This design comes from an exercise in tuning for small area, a short achievable clock period and few clock cycles per item on the open sky130 flow, not from production work. Function was checked by simulation only, so behaviour that the tests miss may differ from the original.

### flow/config.mk
export PLATFORM = sky130hd
export DESIGN_NAME = ahb_lite_fir_filter
export DESIGN_NICKNAME = ahb_lite_fir_filter
export VERILOG_FILES = /design/flow/design.v
export SDC_FILE = /design/flow/constraint.sdc
export NUM_CORES = 4
export LEC_CHECK = 0
export ABC_AREA = 1
export CAP_MARGIN = 10
export CORE_MARGIN = 2
export CORE_UTILIZATION = 40
export CTS_CLUSTER_DIAMETER = 120
export CTS_CLUSTER_SIZE = 22
export PLACE_DENSITY = 0.7
export SETUP_SLACK_MARGIN = 5
export SLEW_MARGIN = 10
### flow/constraint.sdc
create_clock -name core_clock -period 11.0 [get_ports {clk}]
set_input_delay 2.2000 -clock core_clock [delete_from_list [all_inputs] [get_ports {clk}]]
set_output_delay 2.2000 -clock core_clock [all_outputs]
set_load 0.01 [all_outputs]
### flow/design.v
module mul_csa (
  input  wire [15:0] x,
  input  wire [8:0]  one,
  input  wire [8:0]  two,
  input  wire [7:0]  neg,
  output wire [22:0] a,
  output wire [22:0] b,
  output wire        cl
);
  wire pp0_0 = ((one[0] & x[0])) ^ neg[0];
  wire pp0_1 = ((one[0] & x[1]) | (two[0] & x[0])) ^ neg[0];
  wire pp0_2 = ((one[0] & x[2]) | (two[0] & x[1])) ^ neg[0];
  wire pp0_3 = ((one[0] & x[3]) | (two[0] & x[2])) ^ neg[0];
  wire pp0_4 = ((one[0] & x[4]) | (two[0] & x[3])) ^ neg[0];
  wire pp0_5 = ((one[0] & x[5]) | (two[0] & x[4])) ^ neg[0];
  wire pp0_6 = ((one[0] & x[6]) | (two[0] & x[5])) ^ neg[0];
  wire pp0_7 = ((one[0] & x[7]) | (two[0] & x[6])) ^ neg[0];
  wire pp0_8 = ((one[0] & x[8]) | (two[0] & x[7])) ^ neg[0];
  wire pp0_9 = ((one[0] & x[9]) | (two[0] & x[8])) ^ neg[0];
  wire pp0_10 = ((one[0] & x[10]) | (two[0] & x[9])) ^ neg[0];
  wire pp0_11 = ((one[0] & x[11]) | (two[0] & x[10])) ^ neg[0];
  wire pp0_12 = ((one[0] & x[12]) | (two[0] & x[11])) ^ neg[0];
  wire pp0_13 = ((one[0] & x[13]) | (two[0] & x[12])) ^ neg[0];
  wire pp0_14 = ((one[0] & x[14]) | (two[0] & x[13])) ^ neg[0];
  wire pp0_15 = ((one[0] & x[15]) | (two[0] & x[14])) ^ neg[0];
  wire pp0_16 = ((two[0] & x[15])) ^ neg[0];
  wire ns0 = ~neg[0];
  wire pp1_0 = ((one[1] & x[0])) ^ neg[1];
  wire pp1_1 = ((one[1] & x[1]) | (two[1] & x[0])) ^ neg[1];
  wire pp1_2 = ((one[1] & x[2]) | (two[1] & x[1])) ^ neg[1];
  wire pp1_3 = ((one[1] & x[3]) | (two[1] & x[2])) ^ neg[1];
  wire pp1_4 = ((one[1] & x[4]) | (two[1] & x[3])) ^ neg[1];
  wire pp1_5 = ((one[1] & x[5]) | (two[1] & x[4])) ^ neg[1];
  wire pp1_6 = ((one[1] & x[6]) | (two[1] & x[5])) ^ neg[1];
  wire pp1_7 = ((one[1] & x[7]) | (two[1] & x[6])) ^ neg[1];
  wire pp1_8 = ((one[1] & x[8]) | (two[1] & x[7])) ^ neg[1];
  wire pp1_9 = ((one[1] & x[9]) | (two[1] & x[8])) ^ neg[1];
  wire pp1_10 = ((one[1] & x[10]) | (two[1] & x[9])) ^ neg[1];
  wire pp1_11 = ((one[1] & x[11]) | (two[1] & x[10])) ^ neg[1];
  wire pp1_12 = ((one[1] & x[12]) | (two[1] & x[11])) ^ neg[1];
  wire pp1_13 = ((one[1] & x[13]) | (two[1] & x[12])) ^ neg[1];
  wire pp1_14 = ((one[1] & x[14]) | (two[1] & x[13])) ^ neg[1];
  wire pp1_15 = ((one[1] & x[15]) | (two[1] & x[14])) ^ neg[1];
  wire pp1_16 = ((two[1] & x[15])) ^ neg[1];
  wire ns1 = ~neg[1];
  wire pp2_0 = ((one[2] & x[0])) ^ neg[2];
  wire pp2_1 = ((one[2] & x[1]) | (two[2] & x[0])) ^ neg[2];
  wire pp2_2 = ((one[2] & x[2]) | (two[2] & x[1])) ^ neg[2];
  wire pp2_3 = ((one[2] & x[3]) | (two[2] & x[2])) ^ neg[2];
  wire pp2_4 = ((one[2] & x[4]) | (two[2] & x[3])) ^ neg[2];
  wire pp2_5 = ((one[2] & x[5]) | (two[2] & x[4])) ^ neg[2];
  wire pp2_6 = ((one[2] & x[6]) | (two[2] & x[5])) ^ neg[2];
  wire pp2_7 = ((one[2] & x[7]) | (two[2] & x[6])) ^ neg[2];
  wire pp2_8 = ((one[2] & x[8]) | (two[2] & x[7])) ^ neg[2];
  wire pp2_9 = ((one[2] & x[9]) | (two[2] & x[8])) ^ neg[2];
  wire pp2_10 = ((one[2] & x[10]) | (two[2] & x[9])) ^ neg[2];
  wire pp2_11 = ((one[2] & x[11]) | (two[2] & x[10])) ^ neg[2];
  wire pp2_12 = ((one[2] & x[12]) | (two[2] & x[11])) ^ neg[2];
  wire pp2_13 = ((one[2] & x[13]) | (two[2] & x[12])) ^ neg[2];
  wire pp2_14 = ((one[2] & x[14]) | (two[2] & x[13])) ^ neg[2];
  wire pp2_15 = ((one[2] & x[15]) | (two[2] & x[14])) ^ neg[2];
  wire pp2_16 = ((two[2] & x[15])) ^ neg[2];
  wire ns2 = ~neg[2];
  wire pp3_0 = ((one[3] & x[0])) ^ neg[3];
  wire pp3_1 = ((one[3] & x[1]) | (two[3] & x[0])) ^ neg[3];
  wire pp3_2 = ((one[3] & x[2]) | (two[3] & x[1])) ^ neg[3];
  wire pp3_3 = ((one[3] & x[3]) | (two[3] & x[2])) ^ neg[3];
  wire pp3_4 = ((one[3] & x[4]) | (two[3] & x[3])) ^ neg[3];
  wire pp3_5 = ((one[3] & x[5]) | (two[3] & x[4])) ^ neg[3];
  wire pp3_6 = ((one[3] & x[6]) | (two[3] & x[5])) ^ neg[3];
  wire pp3_7 = ((one[3] & x[7]) | (two[3] & x[6])) ^ neg[3];
  wire pp3_8 = ((one[3] & x[8]) | (two[3] & x[7])) ^ neg[3];
  wire pp3_9 = ((one[3] & x[9]) | (two[3] & x[8])) ^ neg[3];
  wire pp3_10 = ((one[3] & x[10]) | (two[3] & x[9])) ^ neg[3];
  wire pp3_11 = ((one[3] & x[11]) | (two[3] & x[10])) ^ neg[3];
  wire pp3_12 = ((one[3] & x[12]) | (two[3] & x[11])) ^ neg[3];
  wire pp3_13 = ((one[3] & x[13]) | (two[3] & x[12])) ^ neg[3];
  wire pp3_14 = ((one[3] & x[14]) | (two[3] & x[13])) ^ neg[3];
  wire pp3_15 = ((one[3] & x[15]) | (two[3] & x[14])) ^ neg[3];
  wire pp3_16 = ((two[3] & x[15])) ^ neg[3];
  wire ns3 = ~neg[3];
  wire pp4_0 = ((one[4] & x[0])) ^ neg[4];
  wire pp4_1 = ((one[4] & x[1]) | (two[4] & x[0])) ^ neg[4];
  wire pp4_2 = ((one[4] & x[2]) | (two[4] & x[1])) ^ neg[4];
  wire pp4_3 = ((one[4] & x[3]) | (two[4] & x[2])) ^ neg[4];
  wire pp4_4 = ((one[4] & x[4]) | (two[4] & x[3])) ^ neg[4];
  wire pp4_5 = ((one[4] & x[5]) | (two[4] & x[4])) ^ neg[4];
  wire pp4_6 = ((one[4] & x[6]) | (two[4] & x[5])) ^ neg[4];
  wire pp4_7 = ((one[4] & x[7]) | (two[4] & x[6])) ^ neg[4];
  wire pp4_8 = ((one[4] & x[8]) | (two[4] & x[7])) ^ neg[4];
  wire pp4_9 = ((one[4] & x[9]) | (two[4] & x[8])) ^ neg[4];
  wire pp4_10 = ((one[4] & x[10]) | (two[4] & x[9])) ^ neg[4];
  wire pp4_11 = ((one[4] & x[11]) | (two[4] & x[10])) ^ neg[4];
  wire pp4_12 = ((one[4] & x[12]) | (two[4] & x[11])) ^ neg[4];
  wire pp4_13 = ((one[4] & x[13]) | (two[4] & x[12])) ^ neg[4];
  wire pp4_14 = ((one[4] & x[14]) | (two[4] & x[13])) ^ neg[4];
  wire pp4_15 = ((one[4] & x[15]) | (two[4] & x[14])) ^ neg[4];
  wire pp4_16 = ((two[4] & x[15])) ^ neg[4];
  wire ns4 = ~neg[4];
  wire pp5_0 = ((one[5] & x[0])) ^ neg[5];
  wire pp5_1 = ((one[5] & x[1]) | (two[5] & x[0])) ^ neg[5];
  wire pp5_2 = ((one[5] & x[2]) | (two[5] & x[1])) ^ neg[5];
  wire pp5_3 = ((one[5] & x[3]) | (two[5] & x[2])) ^ neg[5];
  wire pp5_4 = ((one[5] & x[4]) | (two[5] & x[3])) ^ neg[5];
  wire pp5_5 = ((one[5] & x[5]) | (two[5] & x[4])) ^ neg[5];
  wire pp5_6 = ((one[5] & x[6]) | (two[5] & x[5])) ^ neg[5];
  wire pp5_7 = ((one[5] & x[7]) | (two[5] & x[6])) ^ neg[5];
  wire pp5_8 = ((one[5] & x[8]) | (two[5] & x[7])) ^ neg[5];
  wire pp5_9 = ((one[5] & x[9]) | (two[5] & x[8])) ^ neg[5];
  wire pp5_10 = ((one[5] & x[10]) | (two[5] & x[9])) ^ neg[5];
  wire pp5_11 = ((one[5] & x[11]) | (two[5] & x[10])) ^ neg[5];
  wire pp5_12 = ((one[5] & x[12]) | (two[5] & x[11])) ^ neg[5];
  wire pp5_13 = ((one[5] & x[13]) | (two[5] & x[12])) ^ neg[5];
  wire pp5_14 = ((one[5] & x[14]) | (two[5] & x[13])) ^ neg[5];
  wire pp5_15 = ((one[5] & x[15]) | (two[5] & x[14])) ^ neg[5];
  wire pp5_16 = ((two[5] & x[15])) ^ neg[5];
  wire ns5 = ~neg[5];
  wire pp6_0 = ((one[6] & x[0])) ^ neg[6];
  wire pp6_1 = ((one[6] & x[1]) | (two[6] & x[0])) ^ neg[6];
  wire pp6_2 = ((one[6] & x[2]) | (two[6] & x[1])) ^ neg[6];
  wire pp6_3 = ((one[6] & x[3]) | (two[6] & x[2])) ^ neg[6];
  wire pp6_4 = ((one[6] & x[4]) | (two[6] & x[3])) ^ neg[6];
  wire pp6_5 = ((one[6] & x[5]) | (two[6] & x[4])) ^ neg[6];
  wire pp6_6 = ((one[6] & x[6]) | (two[6] & x[5])) ^ neg[6];
  wire pp6_7 = ((one[6] & x[7]) | (two[6] & x[6])) ^ neg[6];
  wire pp6_8 = ((one[6] & x[8]) | (two[6] & x[7])) ^ neg[6];
  wire pp6_9 = ((one[6] & x[9]) | (two[6] & x[8])) ^ neg[6];
  wire pp6_10 = ((one[6] & x[10]) | (two[6] & x[9])) ^ neg[6];
  wire pp6_11 = ((one[6] & x[11]) | (two[6] & x[10])) ^ neg[6];
  wire pp6_12 = ((one[6] & x[12]) | (two[6] & x[11])) ^ neg[6];
  wire pp6_13 = ((one[6] & x[13]) | (two[6] & x[12])) ^ neg[6];
  wire pp6_14 = ((one[6] & x[14]) | (two[6] & x[13])) ^ neg[6];
  wire pp6_15 = ((one[6] & x[15]) | (two[6] & x[14])) ^ neg[6];
  wire pp6_16 = ((two[6] & x[15])) ^ neg[6];
  wire ns6 = ~neg[6];
  wire pp7_0 = ((one[7] & x[0])) ^ neg[7];
  wire pp7_1 = ((one[7] & x[1]) | (two[7] & x[0])) ^ neg[7];
  wire pp7_2 = ((one[7] & x[2]) | (two[7] & x[1])) ^ neg[7];
  wire pp7_3 = ((one[7] & x[3]) | (two[7] & x[2])) ^ neg[7];
  wire pp7_4 = ((one[7] & x[4]) | (two[7] & x[3])) ^ neg[7];
  wire pp7_5 = ((one[7] & x[5]) | (two[7] & x[4])) ^ neg[7];
  wire pp7_6 = ((one[7] & x[6]) | (two[7] & x[5])) ^ neg[7];
  wire pp7_7 = ((one[7] & x[7]) | (two[7] & x[6])) ^ neg[7];
  wire pp7_8 = ((one[7] & x[8]) | (two[7] & x[7])) ^ neg[7];
  wire pp7_9 = ((one[7] & x[9]) | (two[7] & x[8])) ^ neg[7];
  wire pp7_10 = ((one[7] & x[10]) | (two[7] & x[9])) ^ neg[7];
  wire pp7_11 = ((one[7] & x[11]) | (two[7] & x[10])) ^ neg[7];
  wire pp7_12 = ((one[7] & x[12]) | (two[7] & x[11])) ^ neg[7];
  wire pp7_13 = ((one[7] & x[13]) | (two[7] & x[12])) ^ neg[7];
  wire pp7_14 = ((one[7] & x[14]) | (two[7] & x[13])) ^ neg[7];
  wire pp7_15 = ((one[7] & x[15]) | (two[7] & x[14])) ^ neg[7];
  wire pp7_16 = ((two[7] & x[15])) ^ neg[7];
  wire ns7 = ~neg[7];
  wire pp8_0 = one[8] & x[0];
  wire pp8_1 = one[8] & x[1];
  wire pp8_2 = one[8] & x[2];
  wire pp8_3 = one[8] & x[3];
  wire pp8_4 = one[8] & x[4];
  wire pp8_5 = one[8] & x[5];
  wire pp8_6 = one[8] & x[6];
  wire pp8_7 = one[8] & x[7];
  wire pp8_8 = one[8] & x[8];
  wire pp8_9 = one[8] & x[9];
  wire pp8_10 = one[8] & x[10];
  wire pp8_11 = one[8] & x[11];
  wire pp8_12 = one[8] & x[12];
  wire pp8_13 = one[8] & x[13];
  wire pp8_14 = one[8] & x[14];
  wire pp8_15 = one[8] & x[15];
  wire s1 = neg[5] ^ pp0_10;
  wire c2 = neg[5] & pp0_10;
  wire s3 = pp0_11 ^ pp1_9;
  wire c4 = pp0_11 & pp1_9;
  wire s5 = neg[6] ^ pp0_12 ^ pp1_10;
  wire c6 = (neg[6] & pp0_12) | (pp1_10 & (neg[6] ^ pp0_12));
  wire s7 = pp2_8 ^ pp3_6;
  wire c8 = pp2_8 & pp3_6;
  wire s9 = pp0_13 ^ pp1_11 ^ pp2_9;
  wire c10 = (pp0_13 & pp1_11) | (pp2_9 & (pp0_13 ^ pp1_11));
  wire s11 = pp3_7 ^ pp4_5;
  wire c12 = pp3_7 & pp4_5;
  wire s13 = neg[7] ^ pp0_14 ^ pp1_12;
  wire c14 = (neg[7] & pp0_14) | (pp1_12 & (neg[7] ^ pp0_14));
  wire s15 = pp2_10 ^ pp3_8 ^ pp4_6;
  wire c16 = (pp2_10 & pp3_8) | (pp4_6 & (pp2_10 ^ pp3_8));
  wire s17 = pp5_4 ^ pp6_2;
  wire c18 = pp5_4 & pp6_2;
  wire s19 = pp0_15 ^ pp1_13 ^ pp2_11;
  wire c20 = (pp0_15 & pp1_13) | (pp2_11 & (pp0_15 ^ pp1_13));
  wire s21 = pp3_9 ^ pp4_7 ^ pp5_5;
  wire c22 = (pp3_9 & pp4_7) | (pp5_5 & (pp3_9 ^ pp4_7));
  wire s23 = pp6_3 ^ pp7_1;
  wire c24 = pp6_3 & pp7_1;
  wire s25 = pp0_16 ^ pp1_14 ^ pp2_12;
  wire c26 = (pp0_16 & pp1_14) | (pp2_12 & (pp0_16 ^ pp1_14));
  wire s27 = pp3_10 ^ pp4_8 ^ pp5_6;
  wire c28 = (pp3_10 & pp4_8) | (pp5_6 & (pp3_10 ^ pp4_8));
  wire s29 = pp6_4 ^ pp7_2 ^ pp8_0;
  wire c30 = (pp6_4 & pp7_2) | (pp8_0 & (pp6_4 ^ pp7_2));
  wire s31 = neg[0] ^ pp1_15 ^ pp2_13;
  wire c32 = (neg[0] & pp1_15) | (pp2_13 & (neg[0] ^ pp1_15));
  wire s33 = pp3_11 ^ pp4_9 ^ pp5_7;
  wire c34 = (pp3_11 & pp4_9) | (pp5_7 & (pp3_11 ^ pp4_9));
  wire s35 = pp6_5 ^ pp7_3 ^ pp8_1;
  wire c36 = (pp6_5 & pp7_3) | (pp8_1 & (pp6_5 ^ pp7_3));
  wire s37 = neg[0] ^ pp1_16 ^ pp2_14;
  wire c38 = (neg[0] & pp1_16) | (pp2_14 & (neg[0] ^ pp1_16));
  wire s39 = pp3_12 ^ pp4_10 ^ pp5_8;
  wire c40 = (pp3_12 & pp4_10) | (pp5_8 & (pp3_12 ^ pp4_10));
  wire s41 = pp6_6 ^ pp7_4 ^ pp8_2;
  wire c42 = (pp6_6 & pp7_4) | (pp8_2 & (pp6_6 ^ pp7_4));
  wire s43 = ns0 ^ ns1 ^ pp2_15;
  wire c44 = (ns0 & ns1) | (pp2_15 & (ns0 ^ ns1));
  wire s45 = pp3_13 ^ pp4_11 ^ pp5_9;
  wire c46 = (pp3_13 & pp4_11) | (pp5_9 & (pp3_13 ^ pp4_11));
  wire s47 = pp6_7 ^ pp7_5 ^ pp8_3;
  wire c48 = (pp6_7 & pp7_5) | (pp8_3 & (pp6_7 ^ pp7_5));
  wire s49 = 1'b1 ^ pp2_16 ^ pp3_14;
  wire c50 = (1'b1 & pp2_16) | (pp3_14 & (1'b1 ^ pp2_16));
  wire s51 = pp4_12 ^ pp5_10 ^ pp6_8;
  wire c52 = (pp4_12 & pp5_10) | (pp6_8 & (pp4_12 ^ pp5_10));
  wire s53 = pp7_6 ^ pp8_4;
  wire c54 = pp7_6 & pp8_4;
  wire s55 = ns2 ^ pp3_15 ^ pp4_13;
  wire c56 = (ns2 & pp3_15) | (pp4_13 & (ns2 ^ pp3_15));
  wire s57 = pp5_11 ^ pp6_9 ^ pp7_7;
  wire c58 = (pp5_11 & pp6_9) | (pp7_7 & (pp5_11 ^ pp6_9));
  wire s59 = 1'b1 ^ pp3_16 ^ pp4_14;
  wire c60 = (1'b1 & pp3_16) | (pp4_14 & (1'b1 ^ pp3_16));
  wire s61 = pp5_12 ^ pp6_10;
  wire c62 = pp5_12 & pp6_10;
  wire s63 = ns3 ^ pp4_15 ^ pp5_13;
  wire c64 = (ns3 & pp4_15) | (pp5_13 & (ns3 ^ pp4_15));
  wire s65 = 1'b1 ^ pp4_16;
  wire c66 = 1'b1 & pp4_16;
  wire s67 = neg[3] ^ pp0_6;
  wire c68 = neg[3] & pp0_6;
  wire s69 = pp0_7 ^ pp1_5;
  wire c70 = pp0_7 & pp1_5;
  wire s71 = neg[4] ^ pp0_8 ^ pp1_6;
  wire c72 = (neg[4] & pp0_8) | (pp1_6 & (neg[4] ^ pp0_8));
  wire s73 = pp2_4 ^ pp3_2;
  wire c74 = pp2_4 & pp3_2;
  wire s75 = pp0_9 ^ pp1_7 ^ pp2_5;
  wire c76 = (pp0_9 & pp1_7) | (pp2_5 & (pp0_9 ^ pp1_7));
  wire s77 = pp3_3 ^ pp4_1;
  wire c78 = pp3_3 & pp4_1;
  wire s79 = pp1_8 ^ pp2_6 ^ pp3_4;
  wire c80 = (pp1_8 & pp2_6) | (pp3_4 & (pp1_8 ^ pp2_6));
  wire s81 = pp4_2 ^ pp5_0 ^ s1;
  wire c82 = (pp4_2 & pp5_0) | (s1 & (pp4_2 ^ pp5_0));
  wire s83 = pp2_7 ^ pp3_5 ^ pp4_3;
  wire c84 = (pp2_7 & pp3_5) | (pp4_3 & (pp2_7 ^ pp3_5));
  wire s85 = pp5_1 ^ c2 ^ s3;
  wire c86 = (pp5_1 & c2) | (s3 & (pp5_1 ^ c2));
  wire s87 = pp4_4 ^ pp5_2 ^ pp6_0;
  wire c88 = (pp4_4 & pp5_2) | (pp6_0 & (pp4_4 ^ pp5_2));
  wire s89 = c4 ^ s5 ^ s7;
  wire c90 = (c4 & s5) | (s7 & (c4 ^ s5));
  wire s91 = pp5_3 ^ pp6_1 ^ c6;
  wire c92 = (pp5_3 & pp6_1) | (c6 & (pp5_3 ^ pp6_1));
  wire s93 = c8 ^ s9 ^ s11;
  wire c94 = (c8 & s9) | (s11 & (c8 ^ s9));
  wire s95 = pp7_0 ^ c10 ^ c12;
  wire c96 = (pp7_0 & c10) | (c12 & (pp7_0 ^ c10));
  wire s97 = s13 ^ s15 ^ s17;
  wire c98 = (s13 & s15) | (s17 & (s13 ^ s15));
  wire s99 = c14 ^ c16 ^ c18;
  wire c100 = (c14 & c16) | (c18 & (c14 ^ c16));
  wire s101 = s19 ^ s21 ^ s23;
  wire c102 = (s19 & s21) | (s23 & (s19 ^ s21));
  wire s103 = c20 ^ c22 ^ c24;
  wire c104 = (c20 & c22) | (c24 & (c20 ^ c22));
  wire s105 = s25 ^ s27 ^ s29;
  wire c106 = (s25 & s27) | (s29 & (s25 ^ s27));
  wire s107 = c26 ^ c28 ^ c30;
  wire c108 = (c26 & c28) | (c30 & (c26 ^ c28));
  wire s109 = s31 ^ s33 ^ s35;
  wire c110 = (s31 & s33) | (s35 & (s31 ^ s33));
  wire s111 = c32 ^ c34 ^ c36;
  wire c112 = (c32 & c34) | (c36 & (c32 ^ c34));
  wire s113 = s37 ^ s39 ^ s41;
  wire c114 = (s37 & s39) | (s41 & (s37 ^ s39));
  wire s115 = c38 ^ c40 ^ c42;
  wire c116 = (c38 & c40) | (c42 & (c38 ^ c40));
  wire s117 = s43 ^ s45 ^ s47;
  wire c118 = (s43 & s45) | (s47 & (s43 ^ s45));
  wire s119 = c44 ^ c46 ^ c48;
  wire c120 = (c44 & c46) | (c48 & (c44 ^ c46));
  wire s121 = s49 ^ s51 ^ s53;
  wire c122 = (s49 & s51) | (s53 & (s49 ^ s51));
  wire s123 = pp8_5 ^ c50 ^ c52;
  wire c124 = (pp8_5 & c50) | (c52 & (pp8_5 ^ c50));
  wire s125 = c54 ^ s55 ^ s57;
  wire c126 = (c54 & s55) | (s57 & (c54 ^ s55));
  wire s127 = pp7_8 ^ pp8_6 ^ c56;
  wire c128 = (pp7_8 & pp8_6) | (c56 & (pp7_8 ^ pp8_6));
  wire s129 = c58 ^ s59 ^ s61;
  wire c130 = (c58 & s59) | (s61 & (c58 ^ s59));
  wire s131 = pp6_11 ^ pp7_9 ^ pp8_7;
  wire c132 = (pp6_11 & pp7_9) | (pp8_7 & (pp6_11 ^ pp7_9));
  wire s133 = c60 ^ c62 ^ s63;
  wire c134 = (c60 & c62) | (s63 & (c60 ^ c62));
  wire s135 = pp5_14 ^ pp6_12 ^ pp7_10;
  wire c136 = (pp5_14 & pp6_12) | (pp7_10 & (pp5_14 ^ pp6_12));
  wire s137 = pp8_8 ^ c64 ^ s65;
  wire c138 = (pp8_8 & c64) | (s65 & (pp8_8 ^ c64));
  wire s139 = ns4 ^ pp5_15 ^ pp6_13;
  wire c140 = (ns4 & pp5_15) | (pp6_13 & (ns4 ^ pp5_15));
  wire s141 = pp7_11 ^ pp8_9 ^ c66;
  wire c142 = (pp7_11 & pp8_9) | (c66 & (pp7_11 ^ pp8_9));
  wire s143 = 1'b1 ^ pp5_16 ^ pp6_14;
  wire c144 = (1'b1 & pp5_16) | (pp6_14 & (1'b1 ^ pp5_16));
  wire s145 = pp7_12 ^ pp8_10;
  wire c146 = pp7_12 & pp8_10;
  wire s147 = ns5 ^ pp6_15 ^ pp7_13;
  wire c148 = (ns5 & pp6_15) | (pp7_13 & (ns5 ^ pp6_15));
  wire s149 = 1'b1 ^ pp6_16;
  wire c150 = 1'b1 & pp6_16;
  wire s151 = neg[2] ^ pp0_4;
  wire c152 = neg[2] & pp0_4;
  wire s153 = pp0_5 ^ pp1_3;
  wire c154 = pp0_5 & pp1_3;
  wire s155 = pp1_4 ^ pp2_2 ^ pp3_0;
  wire c156 = (pp1_4 & pp2_2) | (pp3_0 & (pp1_4 ^ pp2_2));
  wire s157 = pp2_3 ^ pp3_1 ^ c68;
  wire c158 = (pp2_3 & pp3_1) | (c68 & (pp2_3 ^ pp3_1));
  wire s159 = pp4_0 ^ c70 ^ s71;
  wire c160 = (pp4_0 & c70) | (s71 & (pp4_0 ^ c70));
  wire s161 = c72 ^ c74 ^ s75;
  wire c162 = (c72 & c74) | (s75 & (c72 ^ c74));
  wire s163 = c76 ^ c78 ^ s79;
  wire c164 = (c76 & c78) | (s79 & (c76 ^ c78));
  wire s165 = c80 ^ s83 ^ c82;
  wire c166 = (c80 & s83) | (c82 & (c80 ^ s83));
  wire s167 = c84 ^ s87 ^ c86;
  wire c168 = (c84 & s87) | (c86 & (c84 ^ s87));
  wire s169 = c88 ^ c90 ^ s91;
  wire c170 = (c88 & c90) | (s91 & (c88 ^ c90));
  wire s171 = c92 ^ c94 ^ s95;
  wire c172 = (c92 & c94) | (s95 & (c92 ^ c94));
  wire s173 = c96 ^ c98 ^ s99;
  wire c174 = (c96 & c98) | (s99 & (c96 ^ c98));
  wire s175 = c100 ^ c102 ^ s103;
  wire c176 = (c100 & c102) | (s103 & (c100 ^ c102));
  wire s177 = c104 ^ c106 ^ s107;
  wire c178 = (c104 & c106) | (s107 & (c104 ^ c106));
  wire s179 = c108 ^ c110 ^ s111;
  wire c180 = (c108 & c110) | (s111 & (c108 ^ c110));
  wire s181 = c112 ^ c114 ^ s115;
  wire c182 = (c112 & c114) | (s115 & (c112 ^ c114));
  wire s183 = c116 ^ c118 ^ s119;
  wire c184 = (c116 & c118) | (s119 & (c116 ^ c118));
  wire s185 = c120 ^ c122 ^ s123;
  wire c186 = (c120 & c122) | (s123 & (c120 ^ c122));
  wire s187 = c124 ^ c126 ^ s127;
  wire c188 = (c124 & c126) | (s127 & (c124 ^ c126));
  wire s189 = s131 ^ c128 ^ c130;
  wire c190 = (s131 & c128) | (c130 & (s131 ^ c128));
  wire s191 = c132 ^ s135 ^ c134;
  wire c192 = (c132 & s135) | (c134 & (c132 ^ s135));
  wire s193 = c136 ^ s139 ^ c138;
  wire c194 = (c136 & s139) | (c138 & (c136 ^ s139));
  wire s195 = c140 ^ s143 ^ s145;
  wire c196 = (c140 & s143) | (s145 & (c140 ^ s143));
  wire s197 = pp8_11 ^ c144 ^ c146;
  wire c198 = (pp8_11 & c144) | (c146 & (pp8_11 ^ c144));
  wire s199 = pp7_14 ^ pp8_12 ^ c148;
  wire c200 = (pp7_14 & pp8_12) | (c148 & (pp7_14 ^ pp8_12));
  wire s201 = ns6 ^ pp7_15 ^ pp8_13;
  wire c202 = (ns6 & pp7_15) | (pp8_13 & (ns6 ^ pp7_15));
  wire s203 = 1'b1 ^ pp7_16;
  wire c204 = 1'b1 & pp7_16;
  wire s205 = neg[1] ^ pp0_2;
  wire c206 = neg[1] & pp0_2;
  wire s207 = pp0_3 ^ pp1_1;
  wire c208 = pp0_3 & pp1_1;
  wire s209 = pp1_2 ^ pp2_0 ^ s151;
  wire c210 = (pp1_2 & pp2_0) | (s151 & (pp1_2 ^ pp2_0));
  wire s211 = pp2_1 ^ c152 ^ s153;
  wire c212 = (pp2_1 & c152) | (s153 & (pp2_1 ^ c152));
  wire s213 = s67 ^ c154 ^ s155;
  wire c214 = (s67 & c154) | (s155 & (s67 ^ c154));
  wire s215 = s69 ^ c156 ^ s157;
  wire c216 = (s69 & c156) | (s157 & (s69 ^ c156));
  wire s217 = s73 ^ c158 ^ s159;
  wire c218 = (s73 & c158) | (s159 & (s73 ^ c158));
  wire s219 = s77 ^ c160 ^ s161;
  wire c220 = (s77 & c160) | (s161 & (s77 ^ c160));
  wire s221 = s81 ^ c162 ^ s163;
  wire c222 = (s81 & c162) | (s163 & (s81 ^ c162));
  wire s223 = s85 ^ c164 ^ s165;
  wire c224 = (s85 & c164) | (s165 & (s85 ^ c164));
  wire s225 = s89 ^ c166 ^ s167;
  wire c226 = (s89 & c166) | (s167 & (s89 ^ c166));
  wire s227 = s93 ^ c168 ^ s169;
  wire c228 = (s93 & c168) | (s169 & (s93 ^ c168));
  wire s229 = s97 ^ c170 ^ s171;
  wire c230 = (s97 & c170) | (s171 & (s97 ^ c170));
  wire s231 = s101 ^ c172 ^ s173;
  wire c232 = (s101 & c172) | (s173 & (s101 ^ c172));
  wire s233 = s105 ^ c174 ^ s175;
  wire c234 = (s105 & c174) | (s175 & (s105 ^ c174));
  wire s235 = s109 ^ c176 ^ s177;
  wire c236 = (s109 & c176) | (s177 & (s109 ^ c176));
  wire s237 = s113 ^ c178 ^ s179;
  wire c238 = (s113 & c178) | (s179 & (s113 ^ c178));
  wire s239 = s117 ^ c180 ^ s181;
  wire c240 = (s117 & c180) | (s181 & (s117 ^ c180));
  wire s241 = s121 ^ c182 ^ s183;
  wire c242 = (s121 & c182) | (s183 & (s121 ^ c182));
  wire s243 = s125 ^ c184 ^ s185;
  wire c244 = (s125 & c184) | (s185 & (s125 ^ c184));
  wire s245 = s129 ^ c186 ^ s187;
  wire c246 = (s129 & c186) | (s187 & (s129 ^ c186));
  wire s247 = s133 ^ c188 ^ s189;
  wire c248 = (s133 & c188) | (s189 & (s133 ^ c188));
  wire s249 = s137 ^ c190 ^ s191;
  wire c250 = (s137 & c190) | (s191 & (s137 ^ c190));
  wire s251 = s141 ^ c192 ^ s193;
  wire c252 = (s141 & c192) | (s193 & (s141 ^ c192));
  wire s253 = c142 ^ s195 ^ c194;
  wire c254 = (c142 & s195) | (c194 & (c142 ^ s195));
  wire s255 = s147 ^ c196 ^ s197;
  wire c256 = (s147 & c196) | (s197 & (s147 ^ c196));
  wire s257 = s149 ^ c198 ^ s199;
  wire c258 = (s149 & c198) | (s199 & (s149 ^ c198));
  wire s259 = c150 ^ s201 ^ c200;
  wire c260 = (c150 & s201) | (c200 & (c150 ^ s201));
  wire s261 = pp8_14 ^ c202 ^ s203;
  wire c262 = (pp8_14 & c202) | (s203 & (pp8_14 ^ c202));
  wire [7:0] la = {c214, c212, c210, c208, c206, pp1_0, pp0_1, neg[0]};
  wire [7:0] lb = {s215, s213, s211, s209, s207, s205, 1'b0, pp0_0};
  wire [8:0] ls = {1'b0, la} + {1'b0, lb};
  assign cl = ls[8];
  assign a[0] = c216;
  assign b[0] = s217;
  assign a[1] = c218;
  assign b[1] = s219;
  assign a[2] = c220;
  assign b[2] = s221;
  assign a[3] = c222;
  assign b[3] = s223;
  assign a[4] = c224;
  assign b[4] = s225;
  assign a[5] = c226;
  assign b[5] = s227;
  assign a[6] = c228;
  assign b[6] = s229;
  assign a[7] = c230;
  assign b[7] = s231;
  assign a[8] = c232;
  assign b[8] = s233;
  assign a[9] = c234;
  assign b[9] = s235;
  assign a[10] = c236;
  assign b[10] = s237;
  assign a[11] = c238;
  assign b[11] = s239;
  assign a[12] = c240;
  assign b[12] = s241;
  assign a[13] = c242;
  assign b[13] = s243;
  assign a[14] = c244;
  assign b[14] = s245;
  assign a[15] = c246;
  assign b[15] = s247;
  assign a[16] = c248;
  assign b[16] = s249;
  assign a[17] = c250;
  assign b[17] = s251;
  assign a[18] = c252;
  assign b[18] = s253;
  assign a[19] = c254;
  assign b[19] = s255;
  assign a[20] = c256;
  assign b[20] = s257;
  assign a[21] = c258;
  assign b[21] = s259;
  assign a[22] = c260;
  assign b[22] = s261;
endmodule
module booth_enc (
    input  wire [15:0] c,
    output wire [8:0]  one,
    output wire [8:0]  two,
    output wire [7:0]  neg
);
    wire [18:0] ce = {2'b00, c, 1'b0};
    genvar j;
    generate
        for (j = 0; j < 9; j = j + 1) begin : g
            wire b2 = ce[2*j+2];
            wire b1 = ce[2*j+1];
            wire b0 = ce[2*j];
            assign one[j] = b1 ^ b0;
            assign two[j] = (b2 & ~b1 & ~b0) | (~b2 & b1 & b0);
            if (j < 8) begin : gn
                assign neg[j] = b2;
            end
        end
    endgenerate
endmodule
module prefix16 (
    input  wire [15:0] g,
    input  wire [15:0] p,
    output wire        G,
    output wire        P
);
    wire [7:0] ga, pa;
    wire [3:0] gb, pb;
    wire [1:0] gc, pc;
    genvar i;
    generate
        for (i = 0; i < 8; i = i + 1) begin : l1
            assign ga[i] = g[2*i+1] | (p[2*i+1] & g[2*i]);
            assign pa[i] = p[2*i+1] & p[2*i];
        end
        for (i = 0; i < 4; i = i + 1) begin : l2
            assign gb[i] = ga[2*i+1] | (pa[2*i+1] & ga[2*i]);
            assign pb[i] = pa[2*i+1] & pa[2*i];
        end
        for (i = 0; i < 2; i = i + 1) begin : l3
            assign gc[i] = gb[2*i+1] | (pb[2*i+1] & gb[2*i]);
            assign pc[i] = pb[2*i+1] & pb[2*i];
        end
    endgenerate
    assign G = gc[1] | (pc[1] & gc[0]);
    assign P = pc[1] & pc[0];
endmodule
module ahb_lite_fir_filter (
    input  wire        clk,
    input  wire        n_rst,
    input  wire        hsel,
    input  wire [3:0]  haddr,
    input  wire        hsize,
    input  wire [1:0]  htrans,
    input  wire        hwrite,
    input  wire [15:0] hwdata,
    output reg  [15:0] hrdata,
    output reg         hresp
);
    wire xfer = hsel & (htrans != 2'b00);
    always @(*) begin
        hresp = 1'b0;
        if (xfer) begin
            if (hwrite) hresp = (haddr[3:2] == 2'b00) | (haddr == 4'd15);
            else        hresp = (haddr == 4'd15);
        end
    end
    wire wr_ok    = xfer & hwrite & (haddr[3:2] != 2'b00) & (haddr != 4'd15);
    wire s_wr_nx  = wr_ok & (haddr[3:1] == 3'd2);
    reg        wv;           
    reg        hw_lo;        
    reg        hw_hi;
    reg [3:0]  wa;
    reg        ws;
    reg [3:0]  ra;           
    reg        rs;
    always @(posedge clk, negedge n_rst) begin
        if (!n_rst) begin
            wv <= 1'b0; hw_lo <= 1'b0; hw_hi <= 1'b0;
        end else begin
            wv    <= wr_ok;
            hw_lo <= s_wr_nx & (hsize | ~haddr[0]);
            hw_hi <= s_wr_nx & (hsize | haddr[0]);
        end
    end
    always @(posedge clk) begin
        wa <= haddr;
        ws <= hsize;
        ra <= haddr;
        rs <= hsize;
    end
    wire w_lo  = ws | ~wa[0];
    wire w_hi  = ws | wa[0];
    wire s_wr  = hw_lo | hw_hi;                        
    wire ld    = wv & (wa == 4'd14) & hwdata[0];       
    wire [3:0] f_wr;
    assign f_wr[0] = wv & (wa[3:1] == 3'd3);
    assign f_wr[1] = wv & (wa[3:1] == 3'd4);
    assign f_wr[2] = wv & (wa[3:1] == 3'd5);
    assign f_wr[3] = wv & (wa[3:1] == 3'd6);
    reg [15:0] F0, F1, F2, F3;       
    reg [15:0] C0, C1, C2, C3;       
    reg [15:0] S, H1, H2;            
    reg [15:0] result;
    reg        err;
    reg [1:0] zf0, zf1, zf2, zf3;    
    reg [1:0] zc0, zc1, zc2, zc3;    
    reg       zs, zh1, zh2, zr;      
    always @(posedge clk, negedge n_rst) begin
        if (!n_rst) begin
            zf0 <= 2'b11; zf1 <= 2'b11; zf2 <= 2'b11; zf3 <= 2'b11;
            zc0 <= 2'b11; zc1 <= 2'b11; zc2 <= 2'b11; zc3 <= 2'b11;
        end else begin
            if (f_wr[0] & w_lo) zf0[0] <= 1'b0;
            if (f_wr[0] & w_hi) zf0[1] <= 1'b0;
            if (f_wr[1] & w_lo) zf1[0] <= 1'b0;
            if (f_wr[1] & w_hi) zf1[1] <= 1'b0;
            if (f_wr[2] & w_lo) zf2[0] <= 1'b0;
            if (f_wr[2] & w_hi) zf2[1] <= 1'b0;
            if (f_wr[3] & w_lo) zf3[0] <= 1'b0;
            if (f_wr[3] & w_hi) zf3[1] <= 1'b0;
            if (ld) begin
                zc0 <= zf0; zc1 <= zf1; zc2 <= zf2; zc3 <= zf3;
            end
        end
    end
    always @(posedge clk) begin
        begin
            if (f_wr[0] & w_lo) F0[7:0]  <= hwdata[7:0];
            if (f_wr[0] & w_hi) F0[15:8] <= hwdata[15:8];
            if (f_wr[1] & w_lo) F1[7:0]  <= hwdata[7:0];
            if (f_wr[1] & w_hi) F1[15:8] <= hwdata[15:8];
            if (f_wr[2] & w_lo) F2[7:0]  <= hwdata[7:0];
            if (f_wr[2] & w_hi) F2[15:8] <= hwdata[15:8];
            if (f_wr[3] & w_lo) F3[7:0]  <= hwdata[7:0];
            if (f_wr[3] & w_hi) F3[15:8] <= hwdata[15:8];
        end
    end
    always @(posedge clk) begin
        if (ld) begin
            C0 <= F0; C1 <= F1; C2 <= F2; C3 <= F3;
        end
    end
    wire [15:0] F0v = {zf0[1] ? 8'd0 : F0[15:8], zf0[0] ? 8'd0 : F0[7:0]};
    wire [15:0] F1v = {zf1[1] ? 8'd0 : F1[15:8], zf1[0] ? 8'd0 : F1[7:0]};
    wire [15:0] F2v = {zf2[1] ? 8'd0 : F2[15:8], zf2[0] ? 8'd0 : F2[7:0]};
    wire [15:0] F3v = {zf3[1] ? 8'd0 : F3[15:8], zf3[0] ? 8'd0 : F3[7:0]};
    wire [15:0] C3v = {zc3[1] ? 8'd0 : C3[15:8], zc3[0] ? 8'd0 : C3[7:0]};
    localparam J_IDLE = 3'd0, J_L3 = 3'd1, J_L2 = 3'd2, J_W2 = 3'd3, J_T1 = 3'd4;
    localparam T_NONE = 3'd0, T_P0 = 3'd5, T_L3 = 3'd1, T_L2 = 3'd2, T_W2 = 3'd3, T_T1 = 3'd4;
    reg        pend;         
    reg        acc_ok;       
    reg [2:0]  jq;           
    reg        shifted;      
    reg        msh;          
    reg [1:0]  mbk;          
    reg [2:0]  tag;          
    reg [2:0]  mop;          
    reg        sx_s, sx_h1, sx_h2;           
    reg        sc0, sc1, sc2, sc3;           
    reg [17:0] ACC;          
    wire complete_now = pend & acc_ok & (tag == T_P0);
    wire step = (mop != T_P0);
    wire gs  = sx_s  & ~zs;
    wire gh1 = sx_h1 & ~zh1;
    wire gh2 = sx_h2 & ~zh2;
    wire [15:0] xo = ({16{gs}} & S) | ({16{gh1}} & H1) | ({16{gh2}} & H2);
    wire [7:0] ca_lo = ({8{sc0 & ~zc0[0]}} & C0[7:0]) | ({8{sc1 & ~zc1[0]}} & C1[7:0])
                     | ({8{sc2 & ~zc2[0]}} & C2[7:0]) | ({8{sc3 & ~zc3[0]}} & C3[7:0]);
    wire [7:0] ca_hi = ({8{sc0 & ~zc0[1]}} & C0[15:8]) | ({8{sc1 & ~zc1[1]}} & C1[15:8])
                     | ({8{sc2 & ~zc2[1]}} & C2[15:8]) | ({8{sc3 & ~zc3[1]}} & C3[15:8]);
    wire [15:0] ca = {ca_hi, ca_lo};
    wire [15:0] xa = {hw_hi ? hwdata[15:8] : xo[15:8], hw_lo ? hwdata[7:0] : xo[7:0]};
    wire [8:0] a_one, a_two;
    wire [7:0] a_neg;
    booth_enc ENCA (.c(ca), .one(a_one), .two(a_two), .neg(a_neg));
    wire [22:0] ma_a, ma_b;
    wire        ma_c;
    mul_csa MA (.x(xa), .one(a_one), .two(a_two), .neg(a_neg), .a(ma_a), .b(ma_b), .cl(ma_c));
    reg [22:0] pa, pb;
    reg        pcl;
    always @(posedge clk) begin
        pa  <= ma_a;
        pb  <= ma_b;
        pcl <= ma_c;
    end
    wire [24:0] U2  = {1'b0, pa, 1'b1} + {1'b0, pb, pcl};
    wire [23:0] U   = U2[24:1];
    wire [15:0] T   = U[22:7];
    wire [7:0]  lo2 = {1'b0, pa[6:0]} + {1'b0, pb[6:0]} + {7'd0, pcl};
    wire        cin = lo2[7];
    wire [15:0] ph  = pa[22:7];
    wire [15:0] qh  = pb[22:7];
    wire [15:0] nk  = ~ACC[15:0];
    wire [15:0] sv  = ph ^ qh ^ nk;
    wire [15:0] cm  = (ph & qh) | (ph & nk) | (qh & nk);
    wire [15:0] g1 = ph & qh;
    wire [15:0] p1 = ph | qh;
    wire [15:0] g2 = sv & {cm[14:0], 1'b0};
    wire [15:0] p2 = sv | {cm[14:0], 1'b0};
    wire gw, pw, gr, pr;
    prefix16 PW (.g(g1), .p(p1), .G(gw), .P(pw));
    prefix16 PR (.g(g2), .p(p2), .G(gr), .P(pr));
    wire w    = gw | (pw & cin);
    wire c16  = gr | (pr & cin);
    wire ovf3 = ~ACC[17] & ACC[16];
    wire err4 = ACC[17] & (w ? (cm[15] & c16) : (cm[15] | c16));
    wire err_n = ovf3 | err4;
    wire        a_sub = (tag == T_P0) | (tag == T_L2) | (tag == T_W2);
    wire [17:0] a_op  = (tag == T_W2) ? {2'b00, M3} : (tag == T_L3) ? 18'd0 : ACC;
    wire [18:0] a_s2  = {a_op, 1'b1} + {{2'b00, T} ^ {18{a_sub}}, a_sub};
    wire [17:0] a_sum = a_s2[18:1];
    wire [17:0] nacc4 = {2'b00, T} - ACC;
    wire [15:0] res_n = a_sum[17] ? nacc4[15:0] : a_sum[15:0];
    wire        mb_act = (mbk != 2'd3);
    wire [15:0] xm = ({16{~msh & ~zh1}} & H1) | ({16{msh & ~zh2}} & H2);
    reg  [2:0]  mneg, mone, mtwo;    
    wire [16:0] mg0 = ({17{mone[0]}} & {1'b0, xm}) | ({17{mtwo[0]}} & {xm, 1'b0});
    wire [16:0] mg1 = ({17{mone[1]}} & {1'b0, xm}) | ({17{mtwo[1]}} & {xm, 1'b0});
    wire [16:0] mg2 = ({17{mone[2]}} & {1'b0, xm}) | ({17{mtwo[2]}} & {xm, 1'b0});
    reg         mbp;                 
    reg  [21:0] mbacc;
    wire [15:0] M3 = mbacc[15:0];
    wire [26:0] r0 = {{8{mneg[0]}}, mg0 ^ {17{mneg[0]}}, 1'b0, (mbk != 2'd0) & mbp};
    wire [26:0] r1 = {{6{mneg[1]}}, mg1 ^ {17{mneg[1]}}, 1'b0, mneg[0], 2'b00};
    wire [26:0] r2 = {{4{mneg[2]}}, mg2 ^ {17{mneg[2]}}, 1'b0, mneg[1], 4'b0000};
    wire [26:0] r3 = (mbk == 2'd0) ? 27'd0 : {{6{mbacc[21]}}, mbacc[21:1]};
    wire [26:0] k1s = r0 ^ r1 ^ r2;
    wire [26:0] k1c = {((r0 & r1) | (r0 & r2) | (r1 & r2)), 1'b0};
    wire [26:0] k2s = k1s ^ k1c ^ r3;
    wire [26:0] k2c = {((k1s & k1c) | (k1s & r3) | (k1c & r3)), 1'b0};
    wire [26:0] mbsum = k2s + k2c;
    always @(posedge clk) begin
        if (mb_act) begin
            mbacc <= mbsum[26:5];
            mbp   <= mneg[2];
        end
        if (tag == T_L3 || tag == T_L2 || tag == T_W2 || tag == T_T1) ACC <= a_sum;
    end
    reg [2:0] jq_n;
    always @(*) begin
        if (ld)        jq_n = J_L3;
        else if (step) jq_n = (mop == T_L3) ? J_L2 : (mop == T_T1) ? J_IDLE : J_T1;
        else           jq_n = complete_now ? J_W2 : jq;
    end
    wire [2:0] tag_n    = ld ? T_NONE : mop;
    wire       pend_n   = s_wr | (pend & ~complete_now);
    wire       acc_ok_n = ~ld & ~complete_now & (acc_ok | (tag == T_T1));
    wire       shift_n  = ~ld & ~complete_now & (shifted | s_wr);
    wire [1:0] mbk_n    = (ld | complete_now) ? 2'd0 : (mbk == 2'd3) ? 2'd3 : mbk + 2'd1;
    wire       cpl_nx = pend_n & acc_ok_n & (tag_n == T_P0);
    wire [2:0] jq_nx  = cpl_nx ? J_W2 : jq_n;
    wire       sh_nx  = shift_n & ~cpl_nx;
    reg  [2:0] mop_n;
    always @(*) begin
        if (s_wr_nx) mop_n = T_P0;
        else case (jq_nx)
            J_L3:    mop_n = T_L3;
            J_L2:    mop_n = T_L2;
            J_W2:    mop_n = T_W2;
            J_T1:    mop_n = T_T1;
            default: mop_n = T_P0;
        endcase
    end
    wire [15:0] c3_n = ld ? F3v : C3v;
    wire [18:0] c3e  = {2'b00, c3_n, 1'b0};
    reg  [6:0]  cw;
    always @(*) begin
        case (mbk_n)
            2'd0:    cw = c3e[6:0];
            2'd1:    cw = c3e[12:6];
            default: cw = c3e[18:12];
        endcase
    end
    reg [2:0] mneg_n, mone_n, mtwo_n;
    integer q;
    always @(*) begin
        for (q = 0; q < 3; q = q + 1) begin
            mone_n[q] = cw[2*q+1] ^ cw[2*q];
            mtwo_n[q] = (cw[2*q+2] & ~cw[2*q+1] & ~cw[2*q]) | (~cw[2*q+2] & cw[2*q+1] & cw[2*q]);
            mneg_n[q] = cw[2*q+2];
        end
    end
    always @(posedge clk, negedge n_rst) begin
        if (!n_rst) begin
            mone <= 3'd0; mtwo <= 3'd0; mneg <= 3'd0;
        end else begin
            mone <= mone_n; mtwo <= mtwo_n; mneg <= mneg_n;
        end
    end
    always @(posedge clk, negedge n_rst) begin
        if (!n_rst) begin
            zs <= 1'b1; zh1 <= 1'b1; zh2 <= 1'b1; zr <= 1'b1;
            err <= 1'b0;
            pend <= 1'b0; acc_ok <= 1'b0;
            jq <= J_L3; shifted <= 1'b0; msh <= 1'b0; mbk <= 2'd0; tag <= T_NONE;
            mop <= T_L3;
            sx_s <= 1'b0; sx_h1 <= 1'b0; sx_h2 <= 1'b1;
            sc0 <= 1'b0; sc1 <= 1'b0; sc2 <= 1'b0; sc3 <= 1'b1;
        end else begin
            if (s_wr) begin
                zs  <= 1'b0;
                zh1 <= zs;
                zh2 <= zh1;
            end
            if (complete_now) begin
                err <= err_n;
                zr  <= 1'b0;
            end
            if (ld) err <= 1'b0;
            pend    <= pend_n;
            acc_ok  <= acc_ok_n;
            jq      <= jq_n;
            shifted <= shift_n;
            msh     <= ~ld & ~complete_now & (msh | s_wr);
            mbk     <= mbk_n;
            tag     <= tag_n;
            mop     <= mop_n;
            sx_s    <= (mop_n == T_P0) | ((mop_n == T_T1) & ~sh_nx);
            sx_h1   <= ((mop_n == T_T1) & sh_nx) | (((mop_n == T_L2) | (mop_n == T_W2)) & ~sh_nx);
            sx_h2   <= (mop_n == T_L3) | (((mop_n == T_L2) | (mop_n == T_W2)) & sh_nx);
            sc0     <= (mop_n == T_P0);
            sc1     <= (mop_n == T_T1);
            sc2     <= (mop_n == T_L2) | (mop_n == T_W2);
            sc3     <= (mop_n == T_L3);
        end
    end
    always @(posedge clk) begin
        if (s_wr) begin
            S  <= xa;
            H1 <= S;
            H2 <= H1;
        end
        if (complete_now) result <= res_n;
    end
    wire busy_o = pend & ~complete_now;
    wire err_o  = complete_now ? err_n : err;
    reg [15:0] rv;
    always @(*) begin
        case (ra[3:1])
            3'd0:    rv = {7'd0, err_o, 7'd0, busy_o};
            3'd1:    rv = zr ? 16'd0 : result;
            3'd2:    rv = zs ? 16'd0 : S;
            3'd3:    rv = F0v;
            3'd4:    rv = F1v;
            3'd5:    rv = F2v;
            3'd6:    rv = F3v;
            default: rv = 16'd0;
        endcase
        hrdata[15:8] = (rs | ra[0])  ? rv[15:8] : 8'd0;
        hrdata[7:0]  = (rs | ~ra[0]) ? rv[7:0]  : 8'd0;
    end
endmodule
### flow/flow/run.sh
#!/bin/bash
bash standard.sh SETUP_SLACK_MARGIN=6.0 "BUFFER_PORTS_ARGS=-buffer_cell sky130_fd_sc_hd__buf_2" finish > standard.log 2>&1
### flow/standard.sh
#!/bin/bash
# synth_recipe.tcl (not shown) runs the flow's synth.tcl, then flattens the netlist and writes it again
# the make line also repeats each setting of config.mk as NAME=value (left out here)
make -C /OpenROAD-flow-scripts/flow DESIGN_CONFIG=/design/flow/config.mk WORK_HOME=/design/flow/orfs CLKGATE_MAP_FILE= SYNTH_SCRIPT=/design/flow/synth_recipe.tcl "${@:-finish}"
==> results of run 1 <==
[cell type report]
class	count	area [µm²]
Multi-Input combinational cell	1886	14300
Fill cell	6127	36200
Clock inverter	6	77.6
Tap cell	855	1070
Clock buffer	32	592
Timing Repair Buffer	83	578
Inverter	531	2010
Sequential cell	340	9450
[layer usage]
metal	share of wire	track usage	up-vias	wire length, µm
met5	0.00013	0	-	9
li1	-	-	9457	-
met3	0.082	0.0262	157	5750
met1	0.42	0.286	9734	29700
met2	0.46	0.336	942	32400
met4	0.033	0.0665	2	2350
[sequential cells by signal, indices dropped and copies added (netlist names), 4 cells and up]
name,count
pa,23
pb,23
mbacc,22
ACC,18
C0,16
C1,16
C2,16
C3,16
F0,16
F1,16
F2,16
F3,16
H1,16
H2,16
S,16
result,16
ra,4
[what timing repair did]
item | in CTS | in global routing
setup endpoints to repair | 30 | 59
setup buffers | 4 | 16
resized for setup | 43 | 30
pin swaps | 7 | 8
[per-stage QoR]
step | cells | instance area [µm²] | hold slack, ns | worst slack (ns)
final | 3733 | 28100 | 0.442 | 5.82
after global routing | 3733 | 28100 | 0.454 | 5.72
after CTS | 3717 | 27800 | 0.444 | 5.84
after detailed placement | 3675 | 26900 | 0.434 | 5.27
after global placement | 3675 | 26900 | 0.428 | 5.33
after floorplan | 2841 | 25900 | 0.426 | 5.99
[worst max-delay path, cell delays in order, from the launching register on]
cell	delay, ns
edfxtp_1	0.47
fa_1	0.53
nand2_1	0.07
o21a_1	0.13
nand2_2	0.09
inv_1	0.06
a21oi_2	0.16
nand3_2	0.13
a21oi_1	0.15
nand2_1	0.10
nand2_4	0.11
nand2_2	0.07
nand2_2	0.08
a21oi_2	0.06
buf_2	0.18
[synth_stat cells (5+ instances only)]
master	count	area, µm²
o22ai_2	19	238
nand2_2	6	37.5
o22ai_1	209	1310
ha_1	124	1550
o21ai_2	6	52.6
dfstp_2	24	631
nor2_1	179	672
or2_1	5	31.3
fa_1	163	3260
inv_2	18	67.6
buf_1	5	18.8
inv_1	501	1880
o21ai_0	91	455
nand2_1	393	1480
o21ai_1	10	50.1
nand3_1	128	641
o21a_1	7	52.6
buf_2	27	135
dfrtp_1	31	776
xnor2_1	24	210
nor2_2	10	62.6
a21o_1	14	105
a211oi_1	6	45.0
nand3_2	5	50.1
a21oi_1	97	485
nand4_1	16	100
nor3_1	29	145
buf_4	10	75.1
dfxtp_1	52	1040
a31oi_1	25	156
o21bai_1	8	60.1
clkinv_1	11	41.3
a41oi_1	10	87.6
clkbuf_1	35	131
or2_2	8	50.1
edfxtp_1	233	7000
buf_6	7	78.8
xor2_1	233	2040
[cells by family (layout without fill, tap and decap cells)]
| logic type | count (synthesis) | after routing |
|---|---|---|
| and+or+nand+nor | 799 | 799 |
| buffers and inverters | 615 | 652 |
| AOI/OAI and AO/OA | 542 | 542 |
| DFF | 340 | 340 |
| adders and majority gates | 287 | 287 |
| xor gates and xnor gates | 258 | 258 |
[worst max path at each step]
stage | slack, ns | cells after the start | to
final | 5.82 | 14 | hrdata[8]
after global routing | 5.72 | 14 | hrdata[8]
after floorplan | 5.99 | 11 | pb[11]
after detailed placement | 5.27 | 11 | pb[11]
after global placement | 5.33 | 11 | pb[14]
after CTS | 5.84 | 15 | hrdata[8]
==> results.json, run 1 <==
{
  "vias": 20300,
  "grt_first_pass_wirelength_mm": 110,
  "hold_violations": 0,
  "mostFrequentLayoutCells": "492 x inv_1, 382 x nand2_1, 233 x edfxtp_1, 233 x xor2_1, 207 x o22ai_1",
  "synthAdderAreaFrac": 0.186,
  "wire_per_inst_um": 18.8,
  "yosys_warnings": 1,
  "drive_above_1_share": 0.0976,
  "r2r_start": "msh",
  "clkTransAtPathRegs_ns": 0.10,
  "cts_tree": "yes",
  "synthCells": 2841,
  "gp_congestion": 0.969,
  "drtPass1Iterations": 7,
  "pin_count": 44,
  "hold_start": "F0[12]",
  "finalCritPeriodShare": 0.471,
  "cts.path.max_buffers": 3,
  "regToRegSetupSlack_ns": 6.12,
  "slew_headroom": 0.239,
  "finalSetupViolCount": 0,
  "dieHeight_um": 258,
  "cap_violations": 0,
  "worstSkewPairLatency_ns": 0.57,
  "clock.fmax_mhz": 193,
  "grt_pass1_vias": 19600,
  "port_buffers": 43,
  "synth_edf_count": 233,
  "avgSynthCellArea_um2": 9.12,
  "n_antenna_cell": 0,
  "htreeDepth": 1,
  "cp.arrival_ns": 2.98,
  "num_rows": 93,
  "mostFrequentLayoutCell": "inv_1",
  "yosys.area_share.simple": 0.134,
  "clkSinkCount": 340,
  "cts.hold.buffers_added": 0,
  "numCtsBuffers": 21,
  "slew_violations": 0,
  "grt_max_degree": 68,
  "vias_per_cell": 5.44,
  "netlist_area_um2": 25900,
  "rsz0062_at_grt": "true",
  "grt-ovfl-total": 0,
  "synth_ff_type": "edfxtp_1",
  "synth-xor-area-share": 0.0878,
  "die-width_um": 258,
  "synth.distinct_cells": 71,
  "r2r-end": "mbacc[19]",
  "hold_end": "C0[12]",
  "start_util": 0.403,
  "routed_wl_mm": 70.2,
  "cp-start-kind": "flip-flop",
  "synth_compound_area_frac": 0.134,
  "syn-num-nets": 3155,
  "status": "complete, no violations",
  "endpoint_kind": "output pin",
  "path_class": "reg2out",
  "worstPathRequired_ns": 8.80,
  "drc_errors": 0,
  "ys_async_sr_fraction": 0.162,
  "die_area_um2": 66800,
  "root_buffer": "clkbuf_16",
  "reg2regPathDepth": 20,
  "drt_iter0_markers": 1797,
  "yosysSeqAreaShare": 0.365,
  "fin_tns_setup_ns": 0,
  "synth_mux_area_frac": 0,
  "grt_antenna_before_repair": 1,
  "antenna_left": 0,
  "synth_top_family_by_area": "adder cells",
  "ys_seq_elements": 340,
  "cp_max_fo": 3,
  "hpwl_mm": 53.8,
  "finClkSkew_ns": 0.0301,
  "whs_path_depth": 0,
  "hold_class": "reg2reg",
  "worst_pin_slew_ns": 1.14,
  "startpoint": "ACC[15]",
  "fin_util": 0.437,
  "syn2layout_area_growth_pct": 8.33,
  "grt_usage": 0.206,
  "min_period_ns": 5.18,
  "nNetsFinal": 3177,
  "core_um2": 64200
}
Testbench counts, summed over its fixed seeds: cycles 4,880, samples 1,600.
==> run 2, diff against run 1 <==
--- a/flow/design.v
+++ b/flow/design.v
@@ -585,5 +585,6 @@
     reg [15:0] C0, C1, C2, C3;       
     reg [15:0] S, H1, H2;            
-    reg [15:0] result;
+    reg [15:0] result;               
+    reg        rneg;                 
     reg        err;
     reg [1:0] zf0, zf1, zf2, zf3;    
@@ -694,6 +695,4 @@
     wire [18:0] a_s2  = {a_op, 1'b1} + {{2'b00, T} ^ {18{a_sub}}, a_sub};
     wire [17:0] a_sum = a_s2[18:1];
-    wire [17:0] nacc4 = {2'b00, T} - ACC;
-    wire [15:0] res_n = a_sum[17] ? nacc4[15:0] : a_sum[15:0];
     wire        mb_act = (mbk != 2'd3);
     wire [15:0] xm = ({16{~msh & ~zh1}} & H1) | ({16{msh & ~zh2}} & H2);
@@ -815,13 +814,17 @@
             H2 <= H1;
         end
-        if (complete_now) result <= res_n;
+        if (complete_now) begin
+            result <= a_sum[15:0];
+            rneg   <= a_sum[17];
+        end
     end
     wire busy_o = pend & ~complete_now;
     wire err_o  = complete_now ? err_n : err;
+    wire [15:0] rmag = rneg ? (~result + 16'd1) : result;
     reg [15:0] rv;
     always @(*) begin
         case (ra[3:1])
             3'd0:    rv = {7'd0, err_o, 7'd0, busy_o};
-            3'd1:    rv = zr ? 16'd0 : result;
+            3'd1:    rv = zr ? 16'd0 : rmag;
             3'd2:    rv = zs ? 16'd0 : S;
             3'd3:    rv = F0v;
==> flow/flow/run.sh (replaced) <==
#!/bin/bash
bash standard.sh SETUP_SLACK_MARGIN=6.3 finish > standard.log 2>&1
==> flow/config.mk (replaced) <==
export PLATFORM = sky130hd
export DESIGN_NAME = ahb_lite_fir_filter
export DESIGN_NICKNAME = ahb_lite_fir_filter
export VERILOG_FILES = /design/flow/design.v
export SDC_FILE = /design/flow/constraint.sdc
export NUM_CORES = 4
export LEC_CHECK = 0
export CAP_MARGIN = 20
export CORE_MARGIN = 2
export CORE_UTILIZATION = 40
export SETUP_SLACK_MARGIN = 5
export SLEW_MARGIN = 20
==> results.json, run 2 <==
{
  "hold_violations": 0,
  "regToRegSetupSlack_ns": 6.20,
  "design_area_um2": 30900,
  "cp-start-kind": "flip-flop",
  "drc_errors": 0,
  "hpwl_mm": 60.5,
  "synth_top_cell_by_area": "edfxtp_1",
  "antenna_left": 0,
  "placed_area_um2": 26500,
  "drt_iter0_markers": 3170,
  "port_buffers": 43,
  "yosysTopAreaCellShare": 0.281,
  "synthTopCellsByCount": "258 x inv_1, 234 x edfxtp_1, 194 x nand2_1",
  "worstSkewPairLatency_ns": 0.59,
  "r2r_start": "sc0",
  "grt_first_pass_wirelength_mm": 131,
  "gp_congestion": 0.944,
  "synthCells": 2544,
  "grt_max_degree": 77,
  "r2r-end": "pb[6]",
  "path_class": "reg2out",
  "start_util": 0.405,
  "yosysSeqAreaShare": 0.379,
  "clock.fmax_mhz": 182,
  "synth.distinct_cells": 75,
  "grt-ovfl-total": 0,
  "drtPass1Iterations": 6,
  "synth_edf_count": 234,
  "dieHeight_um": 254,
  "slew_headroom": 0.304,
  "clkSinkCount": 341,
  "cts.hold.buffers_added": 0,
  "clkTransAtPathRegs_ns": 0.06,
  "vias_per_cell": 6.14,
  "fin_tns_setup_ns": 0,
  "crit_path_end": "hrdata[15]",
  "endpoint_kind": "output pin",
  "rsz0062_at_grt": "true",
  "grt_antenna_before_repair": 0,
  "startpoint": "result[4]",
  "yosys_warnings": 1,
  "reg2regPathDepth": 15,
  "routed_wl_mm": 88.4,
  "core_um2": 61700,
  "grt_usage": 0.269,
  "hold_class": "reg2reg",
  "synth_ff_type": "edfxtp_1",
  "mostFrequentLayoutCells": "234 x edfxtp_1, 208 x inv_1, 169 x nand2_1",
  "avgSynthCellArea_um2": 9.82,
  "finClkSkew_ns": 0.0348,
  "cts.path.max_buffers": 3,
  "finalCritPeriodShare": 0.499,
  "numCtsBuffers": 38,
  "netlist_area_um2": 25000,
  "ys_async_sr_fraction": 0.161,
  "finalSetupViolCount": 0,
  "htreeDepth": 2,
  "vias": 21600,
  "die-width_um": 254,
  "ys_seq_elements": 341,
  "worstPathRequired_ns": 8.80,
  "die_area_um2": 64500,
  "cap_violations": 0,
  "nNetsFinal": 2956,
  "wire_per_inst_um": 25.1,
  "fillerInstances": 5596,
  "reg.largest.list": "pa (23), pb (23), mbacc (22)",
  "yosys.cell_count.top_type": "inv_1",
  "slew_violations": 0,
  "grt_pass1_vias": 20900,
  "status": "complete, no violations",
  "cp.arrival_ns": 3.29,
  "n_antenna_cell": 0,
  "cp_max_fo": 3,
  "ys_top_cells_by_area": "edfxtp_1 28%, fa_1 13%, ha_1 5.5%",
  "worst_pin_slew_ns": 1.04,
  "cts_tree": "yes",
  "drive_above_1_share": 0.257,
  "pin_count": 44,
  "min_period_ns": 5.49,
  "syn2layout_area_growth_pct": 23.7,
  "syn-num-nets": 2843,
  "num_rows": 91,
  "mostFrequentLayoutCell": "edfxtp_1",
  "root_buffer": "clkbuf_16"
}
-- run 2: timing repair --
item | in CTS | in global routing
setup buffers | 102 | 37
endpoints found under the hold margin | 0 | 0
gates cloned | 13 | 3
endpoints found under the setup margin | 87 | 70
resized for setup | 438 | 180
pin swaps | 106 | 95
-- run 2: cell families (layout without fill, tap and decap cells) --
family | after synthesis | count (layout) | share of synthesized area
adder cells (fa/ha/maj) | 274 | 274 | 0.186
flip-flops | 341 | 341 | 0.379
XOR/XNOR | 146 | 146 | 0.0512
AO/OA/AOI/OAI | 836 | 836 | 0.218
buffers and inverters | 440 | 581 | 0.0662
multiplexers | 28 | 30 | 0.0118
AND/OR/NAND/NOR | 479 | 479 | 0.0875
-- run 2: final cells by class --
cell class / count / area (µm²) / area share
multi-input combinational: 1765 / 15500 / 0.501
timing repair inverter: 6 / 32.5 / 0.00105
timing repair buffer: 231 / 2370 / 0.0768
sequential: 341 / 9480 / 0.307
clock inverter: 22 / 294 / 0.00951
inverter: 274 / 1150 / 0.0371
clock buffer: 48 / 1030 / 0.0333
tap: 837 / 1050 / 0.0339
-- run 2: routing by layer --
metal / track usage / share of wire
met3: 0.0506 / 0.097
met2: 0.409 / 0.43
met1: 0.366 / 0.40
met4: 0.140 / 0.066
met5: 0 / 0
-- run 2: worst min path at each step --
| stage | from | to | slack [ns] | depth (start not counted) |
|---|---|---|---|---|
| 6_report | F1[11] | C1[11] | 0.44 | 0 |
| 5_1_grt | F1[14] | C1[14] | 0.45 | 0 |
| 4_1_cts | F1[11] | C1[11] | 0.43 | 0 |
| 3_5_place_dp | F3[3] | C3[3] | 0.43 | 0 |
| 3_3_place_gp | F3[2] | C3[2] | 0.42 | 0 |
| 2_1_floorplan | F3[6] | C3[6] | 0.42 | 0 |
-- run 2: stage by stage --
step	hold WS [ns]	util	std cells	setup slack, ns
final	0.436	0.501	3524	5.51
after global routing	0.453	0.501	3524	5.37
after CTS	0.433	0.485	3483	5.46
after detailed placement	0.429	0.430	3298	4.32
after global placement	0.421	0.429	3296	4.32
after floorplan	0.418	-	2544	5.95
-- run 2: worst max-delay path: stages, from the launching register on --
cell and delay, ns:
edfxtp_1 0.44, nor3_2 0.21, nand2_1 0.10, or3_4 0.38, or4_4 0.47, o31ai_2 0.21
xnor2_1 0.22, nand2_1 0.15, a31oi_1 0.22, dlygate4sd2_1 0.31
Testbench counts of run 2, summed over its fixed seeds: cycles 4,880, samples 1,600.

afterwards: timing with drivers on the ports:
How much do the figures lean on ideal ports? The routed layouts below were timed once more, with nothing changed but the port constraints.
Step 1, drivers: a clkbuf_16 drives clk and a buf_2 each remaining input, both assumed.
Step 2 moves the port delays by t, midway between the first and last clock arrival at a register: inputs arrive t later, outputs are due t later. That takes back most of the time a late clock gives input paths.
a / b / c = ideal / step 1 / step 2; a / b = the first two.
| run | t (ns) | setup slack, ns | worst setup path after step 2 | slew at the worst register clock pin (ns) |
|---|---|---|---|---|
| run 1 | 0.609 | 5.816 / 5.764 / 5.495 | input to register | 0.10 / 0.10 |
| run 2 | 0.625 | 5.509 / 5.455 / 5.469 | input to register | 0.07 / 0.07 |
After both steps every run listed still meets setup and hold. The setup slack of run 1, which loses most, moves by -0.052 ns with the drivers and by -0.321 ns with both steps.
